From an optimization exercise on the open Yosys and OpenROAD flow, aimed at small area; shortcuts taken in it are not production practice.
The RTL was checked by simulation tests, not by an equivalence proof against the original design.

## flow/design.v (module list and top-level ports; edited modules follow where they fit)
// module mux2: 10 lines
// module mux3: 11 lines
// module mux4: 30 lines
// module mux5: 16 lines
// module mux6: 18 lines
// module dlatch_kianV: 11 lines
// module dff_kianV: 17 lines
// module counter: 15 lines
// module alu: 60 lines
// module alu_decoder: 63 lines
// module extend: 16 lines
// module register_file: 16 lines
// module load_alignment: 37 lines
// module store_alignment: 53 lines
// module load_decoder: 36 lines
// module store_decoder: 33 lines
// module muldiv: 104 lines
// module multiplier_decoder: 30 lines
// module multiplier_extension_decoder: 21 lines
// module mul_step: 1315 lines
// module divider_decoder: 32 lines
// module csr_decoder: 63 lines
// module csr_exception_handler: 310 lines
// module ripple_inc: 17 lines
// module ripple_ge: 17 lines
// module main_fsm: 686 lines
// module control_unit: 200 lines
// module datapath_unit: 266 lines
// module tag_ram: 40 lines
// module sv32_table_walk: 168 lines
// module sv32_translate_instruction_to_physical: 80 lines
// module sv32_translate_data_to_physical: 87 lines
// module sv32: 170 lines
// module kianv_harris_mc_edition: 278 lines
module kianv_harris_mc_edition #(
    parameter int RESET_ADDR        = 0,
    parameter int SYSTEM_CLK        = 50_000_000,
    parameter int NUM_ENTRIES_ITLB  = 16,
    parameter int NUM_ENTRIES_DTLB  = 16
) (
    input  logic         clk,
    input  logic         resetn,
    output logic         mem_valid,
    input  logic         mem_ready,
    output logic [3:0]   mem_wstrb,
    output logic [33:0]  mem_addr,
    output logic [31:0]  mem_wdata,
    input  logic [31:0]  mem_rdata,
    output logic [31:0]  PC,
    input  logic         access_fault,
    input  logic         IRQ3,
    input  logic         IRQ7,
    input  logic         IRQ9,
    input  logic         IRQ11,
    output logic [63:0]  timer_counter,
    output logic         is_instruction
);
  // ...
==> flow/run.sh <==
#!/bin/bash
# synth_recipe.tcl (not shown) runs the flow's synth.tcl, then flattens the netlist and writes it again
# the make line also repeats each setting of config.mk as NAME=value (left out here)
make -C /OpenROAD-flow-scripts/flow DESIGN_CONFIG=/design/flow/config.mk WORK_HOME=/design/flow/orfs CLKGATE_MAP_FILE= SYNTH_SCRIPT=/design/flow/synth_recipe.tcl finish
==> flow/config.mk <==
export PLATFORM = sky130hd
export DESIGN_NAME = kianv_harris_mc_edition
export DESIGN_NICKNAME = kianv_harris_mc_edition
export VERILOG_FILES = /design/flow/design.v
export SDC_FILE = /design/flow/constraint.sdc
export NUM_CORES = 8
export LEC_CHECK = 0
export CAP_MARGIN = 40
export CORE_MARGIN = 2
export CORE_UTILIZATION = 50
export CTS_CLUSTER_DIAMETER = 70
export CTS_CLUSTER_SIZE = 25
export PLACE_DENSITY = 0.65
export SLEW_MARGIN = 40
==> flow/constraint.sdc <==
create_clock -name core_clock -period 25.0 [get_ports {clk}]
set_input_delay 5.0000 -clock core_clock [delete_from_list [all_inputs] [get_ports {clk}]]
set_output_delay 5.0000 -clock core_clock [all_outputs]
set_load 0.01 [all_outputs]
==> results by group, run 1 <==
GRT
  – Total congestion overflow: 0

Logic synthesis
  – Synth Area per Inst: between 10 and 15 µm²
  – Yosys reg bits: 3,610
  – Distinct cell type count after synthesis: about 110
  – Area contributors post-synth: edfxtp_1, nand2_1, dfxtp_1
  – Number of flops mapped to enable cells by yosys: about 3.2k

Setup path
  – Critical path's most frequent cell: ha_4
  – CP bufs+invs: 9
  – Worst flop-to-flop path startpoint: datapath_unit_I.Instr[30]
  – Worst Setup SP: datapath_unit_I.Instr[30]
  – Slowest Stage Delay on Critical Path: roughly 0.76 ns
  – CP max stage cell: nor4_1
  – Critical Path AT: approximately 29 ns
  – Required time of the critical path: around 26 ns
  – R2r setup slk: -2.72 ns

Placed design
  – Port bufs: 205
  – Placed cell count: about 20k

Routing
  – Via/cell ratio: about 7.0
  – Wire per inst: 41.29 µm
  – Final WL: roughly 860 mm
  – WL met3: roughly 120 mm
  – Detail Route Antenna Nets: 0

Run status
  – Status: failed layout checks
  – Blocking Checks: setup timing

STA
  – Actual slew at the worst max-slew pin: 1.110 ns
  – Finish-stage setup viols: 19
  – RSZ-0062 raised after global routing: true
  – Final WS setup: -2.715 ns
  – Tcrit/Tclk final: 110.9%

Layout
  – Top reg by flops: datapath_unit_I.register_file_I.bank0
  – Area grow syn2layout: 12.95%

Clocking
  – Post_cts resized: 45
  – Worst skew pair latency: 1.05 ns

Worst hold path
  – Hold Crit Depth: 1

Die
  – Core area: about 350,000 µm²
  – Tap Count: ~4.7k
  – Site row count: between 200 and 250
==> inputs of run 2 (changes only) <==
--- a/flow/config.mk
+++ b/flow/config.mk
@@ -9,6 +9,6 @@
 export CORE_MARGIN = 2
-export CORE_UTILIZATION = 50
-export CTS_CLUSTER_DIAMETER = 70
-export CTS_CLUSTER_SIZE = 25
-export PLACE_DENSITY = 0.65
+export CORE_UTILIZATION = 40
+export CTS_CLUSTER_DIAMETER = 100
+export CTS_CLUSTER_SIZE = 20
+export PLACE_DENSITY = 0.6
 export SLEW_MARGIN = 40
==> run 2 against run 1 <==
Net effect:
- still fails the layout checks on setup timing
- final cell count is 5.8% higher
- critical path type unchanged
- utilization is 11 points lower
- wire length is 2.7% higher
- sequential share of layout area is 0.24 points lower
==> results by group, run 2 <==
Run status
  – Status: failed layout checks
  – Blocking Checks: setup timing

Logic synthesis
  – Most common cell in the netlist: edfxtp_1
  – Area contributors post-synth: edfxtp_1, nand2_1, dfxtp_1
  – Distinct cell type count after synthesis: 113 (unchanged)
  – Synth top area share: 54.56%
  – Synth warnings: 21
  – Ys async rst share: 0.2216%
  – Most used DFF post-synth: edfxtp_1
  – Top cells by count, synth: edfxtp_1, nand2_1, nor2_1
  – Number of flops mapped to enable cells by yosys: 3,217 (unchanged)
  – Synth Instances: between 15k and 20k
  – Yosys reg bits: 3,610 (unchanged)
  – Cell area after synthesis: between 150,000 and 200,000 µm²
  – Area leader, netlist: edfxtp_1
  – Post-synthesis sequential area ratio: 59.03%
  – Synth Area per Inst: 11.42 µm² (unchanged)

Routing
  – Via Count: approximately 140k
  – Detail Route Antenna Nets: 0 (unchanged)
  – Final WL: 880.3 mm (+2.7%)
  – Wire per inst: 40.10 µm (-2.9%)
  – Starting DRT DRC Count: ~25k
  – Via/cell ratio: 6.574 (-6.0%)
  – DRT Pass-1 Iters: 15
  – DRC errors left: 0

Placed design
  – DPL Wire Length: 609.2 mm
  – Post-DP Area: 193,500 µm²
  – Placed cell count: 21.52k (+6.0%)
  – Gpl congestion: around 1.1
  – Port bufs: 205 (unchanged)

GRT
  – Initial antenna violation count: 98
  – Total congestion overflow: 0 (unchanged)
  – Largest net degree at the start of global routing: 150
  – Global-route usage over all layers: approximately two fifths
  – First-pass GRT wire length: approximately 1200 mm
  – Vias in the first global route: 131.0k

Die
  – Site row count: 244 (+12%)
  – Core area: 441,100 µm² (+25%)
  – Total die area: 448,000 µm²
  – Die width: 669.3 µm
  – Die span in y: 669.3 µm
  – Initial core utilization: 40.13%
  – # IOs: 208

Worst hold path
  – Worst hold path startpoint: mmu_I.instr_translate_inst.page_fault
  – Hold Crit Depth: 2 (+1)
  – Hold/Removal Path Class: register to register
  – Worst Hold End: mmu_I.page_fault

STA
  – Tcrit/Tclk final: 111.7% (+0.80 points)
  – Final hold vios: 0
  – Setup Skew: roughly 0.15 ns
  – RSZ-0062 raised after global routing: true
  – Max-slew violation count: 0
  – Final WS setup: -2.916 ns (-0.2011 ns)
  – Slew HR: a little under a third
  – Finish-stage setup viols: 19 (unchanged)
  – Period minus WS final: between 20 and 30 ns
  – Fmax: 35.82 MHz
  – Hold_ws: just under 0.4 ns
  – Actual slew at the worst max-slew pin: 1.028 ns (-0.08193 ns)

Setup path
  – R2r setup slk: -2.92 ns (-0.20 ns)
  – Required time of the critical path: 25.85 ns (-0.02 ns)
  – Slowest Stage Delay on Critical Path: 0.55 ns (-0.21 ns)
  – CP max stage cell: fa_1
  – Worst flop-to-flop path startpoint: datapath_unit_I.Instr[31]
  – Critical Setup Path Class: register to register
  – Reg2Reg Depth: between 100 and 150
  – CP endpoint kind: register
  – Worst Setup Start Kind: register
  – Critical Path AT: 28.76 ns (+0.18 ns)
  – Critical path's most frequent cell: ha_4
  – Crit-path max FO: 5

Layout
  – Most common cell after layout, fill and taps aside: edfxtp_1
  – Nets: approximately 17k
  – Most frequent cells in the layout: edfxtp_1, nand2_1, nor2_1
  – Cell area after layout: 200,900 µm²
  – Finished Core Util: roughly 46%
  – Layout cells sized above 1: 12.88%
  – Area grow syn2layout: 13.46%
  – Top reg by flops: datapath_unit_I.register_file_I.bank0
  – Fin cells: roughly 22k
  – Max reg flops: ~990
  – Largest regs: datapath_unit_I.register_file_I.bank0 (992), mmu_I.table_walk_inst.dtlb_I.ppns (320), mmu_I.table_walk_inst.itlb_I.ppns (320)

Clocking
  – Worst-path clk slew: 0.09 ns
  – Worst skew pair latency: 1.09 ns (+0.04 ns)
  – Clock Tree Root: clkbuf_16
  – Sink Count: 3,610
  – Cts bufs inserted: 217
  – CTS tree: done
  – Clk buf depth: 4
  – Cts hold-fix bufs: 0
  – H-tree levels: 4

Job
  – Max Cap Viol: 0
run 2: cell counts after synthesis:
Identical to the previous run, type by type.
run 2: per-stage QoR:
| stage | setup TNS [ns] | setup WS (ns) |
|---|---|---|
| 6_report | -29.97 | -2.916 |
| 5_1_grt | -36.95 | -3.285 |
| 4_1_cts | -26.00 | -2.701 |
| 3_5_place_dp | -38.03 | -3.268 |
| 3_3_place_gp | -40.90 | -3.418 |
| 2_1_floorplan | -11.53 | -1.662 |
run 2: area by class of cell:
type | instances | area [µm²]
fillers | 40560 | 240300
flip-flops and latches | 3610 | 104500
multi-input cells | 10210 | 69670
repair buffers | 1270 | 10600
well taps | 5904 | 7387
clock buffers | 302 | 5843
inverters | 565 | 2143
clock inverters | 38 | 566.8
diodes | 59 | 147.6
run 2: cell families (layout without fill, tap and decap cells):
family / count (synthesis) / after routing / share of synthesized area, %
and+or+nand+nor: 5349 / 5349 / 13.42
DFF: 3610 / 3610 / 59.03
AOI/OAI and AO/OA: 3538 / 3538 / 14.14
buffers and inverters: 1685 / 2175 / 3.687
adders and majority gates: 681 / 681 / 6.148
muxes: 463 / 463 / 2.726
xor gates and xnor gates: 172 / 172 / 0.8551
other: 1 / 61 / 0.002118
run 2: worst max-delay path by stage:
| stage | start | to | slack (ns) | depth (start not counted) |
|---|---|---|---|---|
| 2_1_floorplan | datapath_unit_I.Instr[31] | register | -1.66 | 130 |
| 3_3_place_gp | datapath_unit_I.Instr[30] | register | -3.42 | 128 |
| 3_5_place_dp | datapath_unit_I.Instr[30] | register | -3.27 | 128 |
| 4_1_cts | datapath_unit_I.Instr[31] | register | -2.70 | 129 |
| 5_1_grt | datapath_unit_I.Instr[30] | register | -3.28 | 129 |
| 6_report | datapath_unit_I.Instr[31] | register | -2.92 | 130 |
run 2: timing repair:
action / 4_1_cts / 5_1_grt
gates resized for setup: 54 / 25
setup buffers: 15 / 9
setup endpoints to repair: 77 / 22
pin swaps: 14 / 9
endpoints found under the hold margin: 0 / 0
run 2: worst max-delay path, delay by kind of cell (launching register included):
family,cells,cell delay (ns)
xor+xnor,2,0.23
fa+ha+maj,95,21.49
simple gates,9,1.53
buf+inv,9,1.23
flops,1,0.45
compound gates,14,2.64
mux,1,0.09
run 2: metal layers:
| metal | vias to the layer above | global-route usage [%] | share of wire [%] |
|---|---|---|---|
| met2 | 10390 | 54.54 | 42 |
| met4 | 72 | 22.08 | 7.1 |
| li1 | 58650 | - | - |
| met1 | 73170 | 51.95 | 39 |
| met3 | 2035 | 11.06 | 12 |
| met5 | - | 0 | 0.057 |

-- what the ideal ports hide --
No port has a modelled driver above. Below, the same layouts with a new extraction and two added sets of constraints. Step 1 sets driving cells, clkbuf_16 on the clock port and buf_2 on the other inputs (assumed; they add their load-dependent delay and slew). Step 2 adds t to the input delays and takes it off the output delays; t is the mean of the earliest and latest rising clock arrival at the registers after step 1. Input paths then give back, and output paths get back, about the clock's delay inside the block. Slacks: ideal ports / drivers / drivers and shift; pairs: ideal ports / drivers.
run | shift t [ns] | setup slack, ns | hold slack, ns | worst setup path at the end | worst data-port slew with drivers (ns)
run 1 | 1.107 | -2.715 / -2.715 / -2.715 | 0.445 / 0.445 / 0.445 | register to register | 0.13
run 2 | 1.155 | -2.916 / -2.916 / -2.916 | 0.385 / 0.385 / 0.385 | register to register | 0.11
